Context: an optimization exercise on an open-source flow, tuned for small area, a short achievable clock period and few clock cycles. The choices shown serve that exercise and are no tape-out recipe.
Only simulation tests tie the RTL to the original design; equivalence was not proved.

`design/flow/run.sh`:
```
#!/bin/bash
# synth_recipe.tcl (not shown) runs the flow's synth.tcl, then flattens the netlist and writes it again
# the make line also repeats each setting of config.mk as NAME=value (left out here)
make -C /OpenROAD-flow-scripts/flow DESIGN_CONFIG=/design/flow/config.mk WORK_HOME=/design/flow/orfs CLKGATE_MAP_FILE= SYNTH_SCRIPT=/design/flow/synth_recipe.tcl finish
```
`design/flow/config.mk`:
```
export PLATFORM = sky130hd
export DESIGN_NAME = goldschmidt_divider_q4_4
export DESIGN_NICKNAME = goldschmidt_divider_q4_4
export VERILOG_FILES = /design/flow/design.v
export SDC_FILE = /design/flow/constraint.sdc
export NUM_CORES = 4
export LEC_CHECK = 0
export CAP_MARGIN = 20
export CORE_MARGIN = 2
export CORE_UTILIZATION = 40
export SLEW_MARGIN = 20
```
`design/flow/constraint.sdc`:
```
create_clock -name core_clock -period 8.0 [get_ports {clk}]
set_input_delay 1.6000 -clock core_clock [delete_from_list [all_inputs] [get_ports {clk}]]
set_output_delay 1.6000 -clock core_clock [all_outputs]
set_load 0.01 [all_outputs]
```
`design/flow/design.v`:
```
module goldschmidt_divider_q4_4 (
    input wire clk,
    input wire rst_n,
    input wire start,
    input wire signed [7:0] numerator,       
    input wire signed [7:0] denominator,     
    output reg signed [7:0] quotient,        
    output reg valid,
    output reg error
);
    localparam [3:0]
        IDLE              = 4'h0,
        VALIDATE_INPUT    = 4'h1,
        NORMALIZE_DENOM   = 4'h2,
        LOOKUP_INIT_APPROX= 4'h3,
        CONVERT           = 4'h4,
        FIRST_MULT        = 4'h5,
        FACTOR_CALC       = 4'hB,
        GOLDSCHMIDT_ITER  = 4'h6,
        APPLY_CORRECTION  = 4'h7,
        ROUND_RESULT      = 4'h8,
        OUTPUT_RESULT     = 4'h9,
        ERROR_STATE       = 4'hF;
    localparam signed [15:0] Q8_8_ONE = 16'sh0100;
    localparam signed [15:0] Q8_8_TWO = 16'sh0200;
    localparam signed [7:0]  Q4_4_ONE = 8'sh10;
    localparam signed [7:0]  Q4_4_HALF = 8'sh08;
    localparam signed [7:0]  Q4_4_MAX = 8'sh7F;
    localparam signed [7:0]  Q4_4_MIN = -8'sh80;
    localparam MAX_ITERATIONS = 3;
    reg [3:0] state, next_state;
    reg [2:0] iteration_counter;
    reg signed [15:0] num_q8_8;
    reg signed [15:0] denom_q8_8;
    reg signed [15:0] factor_q8_8;
    reg signed [31:0] mul_temp_32;
    reg signed [7:0] num_reg, denom_reg;
    reg signed [7:0] denom_norm_reg;
    reg [4:0] p;
    reg signed [5:0] shift;
    reg [7:0] factor_0;
    reg [2:0] index;
    reg result_sign;
    reg [1:0] fmult_count;
    reg [1:0] iter_mult_count;
    always @(*) begin
        if      (denom_reg[7]) p = 7;
        else if (denom_reg[6]) p = 6;
        else if (denom_reg[5]) p = 5;
        else if (denom_reg[4]) p = 4;
        else if (denom_reg[3]) p = 3;
        else if (denom_reg[2]) p = 2;
        else if (denom_reg[1]) p = 1;
        else if (denom_reg[0]) p = 0;
        else                   p = 0;
        shift = $signed(3 - p);
    end
    always @(*) begin
        case (index)
            3'd0: factor_0 = 8'd32;
            3'd1: factor_0 = 8'd28;
            3'd2: factor_0 = 8'd26;
            3'd3: factor_0 = 8'd23;
            3'd4: factor_0 = 8'd21;
            3'd5: factor_0 = 8'd20;
            3'd6: factor_0 = 8'd18;
            3'd7: factor_0 = 8'd17;
            default: factor_0 = 8'd0;
        endcase
    end
    always @(*) begin
        next_state = state;
        case (state)
            IDLE: if (start) next_state = VALIDATE_INPUT;
            VALIDATE_INPUT: begin
                if (denom_reg == 0)
                    next_state = ERROR_STATE;
                else if (num_reg == 0 || denom_reg == Q4_4_ONE || num_reg == denom_reg)
                    next_state = OUTPUT_RESULT;
                else
                    next_state = NORMALIZE_DENOM;
            end
            NORMALIZE_DENOM:     next_state = LOOKUP_INIT_APPROX;
            LOOKUP_INIT_APPROX:  next_state = CONVERT;
            CONVERT:             next_state = FIRST_MULT;
            FIRST_MULT:
                next_state = (fmult_count == 2'd2) ? FACTOR_CALC : FIRST_MULT;
            FACTOR_CALC:         next_state = GOLDSCHMIDT_ITER;
            GOLDSCHMIDT_ITER: begin
                if (iter_mult_count == 2'd2)
                    next_state = (iteration_counter == MAX_ITERATIONS - 1) ? APPLY_CORRECTION : FACTOR_CALC;
                else
                    next_state = GOLDSCHMIDT_ITER;
            end
            APPLY_CORRECTION:    next_state = ROUND_RESULT;
            ROUND_RESULT:        next_state = OUTPUT_RESULT;
            OUTPUT_RESULT,
            ERROR_STATE:         next_state = IDLE;
            default:             next_state = IDLE;
        endcase
    end
    always @(posedge clk) begin
        case (state)
            IDLE: begin
                if (start)
                    result_sign <= numerator[7] ^ denominator[7];
            end
            NORMALIZE_DENOM: begin
                denom_norm_reg <= (shift >= 0) ? (denom_reg <<< shift) : (denom_reg >>> -shift);
            end
            LOOKUP_INIT_APPROX: begin
                index <= denom_norm_reg[3:1];
            end
            FIRST_MULT: begin
                case (fmult_count)
                    2'd0: mul_temp_32 <= num_q8_8 * factor_q8_8;
                    2'd1: mul_temp_32 <= denom_q8_8 * factor_q8_8;
                    default: ;
                endcase
            end
            GOLDSCHMIDT_ITER: begin
                case (iter_mult_count)
                    2'd0: mul_temp_32 <= num_q8_8 * factor_q8_8;
                    2'd1: mul_temp_32 <= denom_q8_8 * factor_q8_8;
                    default: ;
                endcase
            end
            default: ;
        endcase
    end
    always @(posedge clk or negedge rst_n) begin
        if (!rst_n) begin
            state <= IDLE;
            valid <= 0;
            error <= 0;
            quotient <= 0;
            iteration_counter <= 0;
            num_reg <= 0;
            denom_reg <= 0;
            num_q8_8 <= 0;
            denom_q8_8 <= 0;
            factor_q8_8 <= 0;
            fmult_count <= 0;
            iter_mult_count <= 0;
        end else begin
            state <= next_state;
            case (state)
                IDLE: begin
                    valid <= 0;
                    error <= 0;
                    fmult_count <= 0;
                    iter_mult_count <= 0;
                    if (start) begin
                        num_reg <= (numerator[7]) ? -numerator : numerator;
                        denom_reg <= (denominator[7]) ? -denominator : denominator;
                        iteration_counter <= 0;
                    end
                end
                VALIDATE_INPUT: begin
                    if (num_reg == 0)
                        quotient <= 0;
                    else if (denom_reg == Q4_4_ONE)
                        quotient <= result_sign ? -num_reg : num_reg;
                    else if (num_reg == denom_reg)
                        quotient <= result_sign ? -Q4_4_ONE : Q4_4_ONE;
                end
                CONVERT: begin
                    denom_q8_8 <= {denom_norm_reg, 4'b0};
                    num_q8_8   <= {num_reg, 4'b0};
                    factor_q8_8 <= factor_0 <<< 4;
                end
                FIRST_MULT: begin
                    case (fmult_count)
                        2'd0: begin
                            fmult_count <= 2'd1;
                        end
                        2'd1: begin
                            num_q8_8 <= mul_temp_32[23:8];
                            fmult_count <= 2'd2;
                        end
                        2'd2: begin
                            denom_q8_8 <= mul_temp_32[23:8];
                            fmult_count <= 2'd0;
                        end
                    endcase
                end
                FACTOR_CALC: begin
                    factor_q8_8 <= Q8_8_TWO - denom_q8_8;
                end
                GOLDSCHMIDT_ITER: begin
                    case (iter_mult_count)
                        2'd0: begin
                            iter_mult_count <= 2'd1;
                        end
                        2'd1: begin
                            num_q8_8 <= mul_temp_32[23:8];
                            iter_mult_count <= 2'd2;
                        end
                        2'd2: begin
                            denom_q8_8 <= mul_temp_32[23:8];
                            iter_mult_count <= 2'd0;
                            iteration_counter <= iteration_counter + 1;
                        end
                    endcase
                end
                APPLY_CORRECTION: begin
                    num_q8_8 <= (shift >= 0) ? (num_q8_8 <<< shift) : (num_q8_8 >>> -shift);
                end
                ROUND_RESULT: begin : round_blk
                    reg signed [7:0] rounded;
                    if (num_q8_8[3])
                        rounded = num_q8_8[11:4] + 1;
                    else
                        rounded = num_q8_8[11:4];
                    if (result_sign)
                        quotient <= -rounded;
                    else
                        quotient <= rounded;
                    if (quotient > Q4_4_MAX) quotient <= Q4_4_MAX;
                    else if (quotient < Q4_4_MIN) quotient <= Q4_4_MIN;
                end
                OUTPUT_RESULT: begin
                    valid <= 1;
                    error <= 0;
                end
                ERROR_STATE: begin
                    valid <= 1;
                    error <= 1;
                    quotient <= 0;
                end
            endcase
        end
    end
endmodule
```
==> results.cfg <==
[setup_path]
worst-path-buf-inv = 4
reg2regPathDepth = 20
max_stage_delay_ns = 1.04
cp-start-kind = flop
path_class = flop to flop
cp.arrival_ns = 7.27
required_ns = 8.18
cp_max_fo = 25
path_cells = nand2_1 > fa_1 > fa_1 > fa_1 > fa_1 > inv_1 > fa_1 > inv_1 > fa_1 > inv_1 > ha_1 > and3_1 > a221oi_1 > o21ai_0 > buf_4 > a211oi_1 > o31ai_1 > a211oi_1 > nor4_1 > a21o_1
cpMostUsedCell = fa_1
cp_top_family = adder cells
slowest_stage = dfrtp_1
path_depth = 20
worstSetupEndpointType = flop

[yosys]
synthTopCellsByArea = fa_1, dfrtp_1, ha_1
syn_inst = 2607
muxShareOfSynthArea = 0.0274
synth_compound_area_frac = 0.0909
ys.flop_type = dfrtp_1
yosysUniqueCellTypes = 85
synth_top_family_by_area = adder cells
ys_seq_area_frac = 0.136
synth_top_area_cell = fa_1
synth_top_area_frac = 0.328
synthAdderAreaFrac = 0.416
synth_fp_nets = 3158
synthSimpleGateAreaFrac = 0.170
ys_seq_elements = 119
synth_edf_count = 28
synthArstFlopShare = 0.714
syn-mean-instance-area_um2 = 8.72
synthesis.area_mm2 = 0.0227
synthXorXnorAreaFrac = 0.0455
ys_warn_count = 1

[finish]
num_antenna_cells = 0
fin_cells = 3306
design_area_mm2 = 0.0242
layout_commonest_cell = inv_1
drive_gt1_frac = 0.0459
nets = 3088
final_cell_mix = inv_1, fa_1, nand2_1, and2_1, ha_1
syn_to_final_growth_pct = 6.66
nFillCells = 5542

[clock_tree]
cts_hold_buf = 0
clock_sinks = 119
cts-root-buf = clkbuf_16
max-clock-path-buffers = 2
cts_resized = 0
cts_max_level = 4
clk_latency_ns = 0.43
clk_pin_slew_worst_paths_ns = 0.07
cts_buffers = 17
post_cts_buffers = 0
cts_tree = built

[timing]
drv_slew = 0
fmax_ghz = 0.141
rsz0062_at_grt = false
worst_pin_slew_ns = 1.06
setup_violations = 0
fin_tns_setup_ns = 0
fin_crit_sh = 0.887
clock_skew_ns = 0.0131
hold_viol = 0
fin_crit_ns = 7.09
slew_headroom = 0.295

[routing]
post-route-drc-count = 0
vias = 17600
wirelength_mm = 64.5
ant_nets = 0
via_per_inst = 5.34
dr.pass1.iters = 6
wl_per_cell_um = 19.5
drt_iter0_drc = 1454

[placed_design]
detailed_place_hpwl_mm = 49.4
dp_cells = 3274
dpl_cell_area_mm2 = 0.0237
place.port_buffers = 28
gp_congestion = 0.934

[global_route]
grt_antenna_before_repair = 1
grt_max_degree = 48
grt_pass1_wl_mm = 106
grt_pass1_vias = 18800
grt_util_all_layers = 0.227
grt-ovfl-total = 0

[die]
core_area_mm2 = 0.0563
die_area_mm2 = 0.0587
die_w_um = 242
initial_core_util = 0.404
dieHeight_um = 242
io_pins = 29
rows = 87

[worst_hold_path]
holdCritPathClass = flop to flop
whs_path_depth = 1

[outcome]
status = no timing/DRC/antenna violations

[run]
max_cap_violations = 0
final timing paths:
check,start,end,slack [ns]
worst max-delay path,factor_q8_8[2],mul_temp_32[21],0.91
worst min-delay path,quotient[7],quotient[7],0.50
worst max register to register,factor_q8_8[2],mul_temp_32[21],0.91
worst min register to register,quotient[7],quotient[7],0.50
max in group asynchronous,rst_n,num_q8_8[2],5.74
min in group asynchronous,rst_n,num_q8_8[12],1.18
cell type report:
| type | count | area (um^2) | area share |
|---|---|---|---|
| Multi-Input combinational cell | 1802 | 17100 | 0.704 |
| Clock inverter | 12 | 90.1 | 0.00372 |
| Inverter | 525 | 1970 | 0.0814 |
| Tap cell | 756 | 946 | 0.0390 |
| Clock buffer | 20 | 479 | 0.0198 |
| Sequential cell | 119 | 3090 | 0.127 |
| Timing Repair Buffer | 72 | 608 | 0.0251 |
kinds of logic after synthesis:
logic type      after synthesis
compound gates              312
flops                       119
simple gates                795
mux                          45
xor+xnor                    118
fa+ha+maj                   532
buf+inv                     686
cell usage after synthesis (50+ instances only):
cell type  instances
clkbuf_1         142
xor2_1            50
fa_1             372
a21oi_1           59
inv_1            520
xnor2_1           68
dfrtp_1           85
and2_1           225
nand2_1          336
o21ai_0           94
nor2_1           100
ha_1             160
layer usage:
layer  share of wire  GRT usage  wire length (um)  up-vias
met5               0          0                 0        -
met4           0.026     0.0621              1690        0
met3           0.063     0.0296              4040      124
met2            0.47      0.374             30100      632
met1            0.44      0.315             28600     8945
li1                -          -                 -     7939
per-stage QoR:
stage | util | hold slack [ns] | worst slack, ns
floorplan | - | 0.447 | 1.61
global placement | 0.421 | 0.476 | 1.11
detailed placement | 0.421 | 0.479 | 0.991
CTS | 0.431 | 0.502 | 0.971
global route | 0.431 | 0.519 | 0.544
finish | 0.431 | 0.498 | 0.907
worst register-to-register path: cells and delay by family, from the launching register on:
kind,cells,cell delay (ns)
adders and majority gates,7,3.36
AOI/OAI and AO/OA,6,1.64
DFF,1,1.04
and+or+nand+nor,3,0.47
buffers and inverters,4,0.34
Testbench counts, summed over its fixed seeds: cycles 360,440.

[afterwards: timing with drivers on the ports]
The flow's constraints put no driver on any port. The routed layout listed below was extracted and timed again, unchanged, in two steps.
Step 1, drivers: a clkbuf_16 drives clk and a buf_2 each remaining input, both assumed.
Step 2 adds t to the input delays and takes it off the output delays; t is the mean of the earliest and latest rising clock arrival at the registers after step 1. Input paths then give back, and output paths get back, about the clock's delay inside the block.
Three values: no drivers, after step 1, after step 2; two values: the first two.
shift t [ns]: 0.477
setup WS [ns]: 0.907 / 0.907 / 0.907
worst slew at a driven data input, ns: 0.03
After both steps setup and hold are still met in this run. For this run, drivers alone change the setup slack by 0.000 ns; drivers and shift together by 0.000 ns.
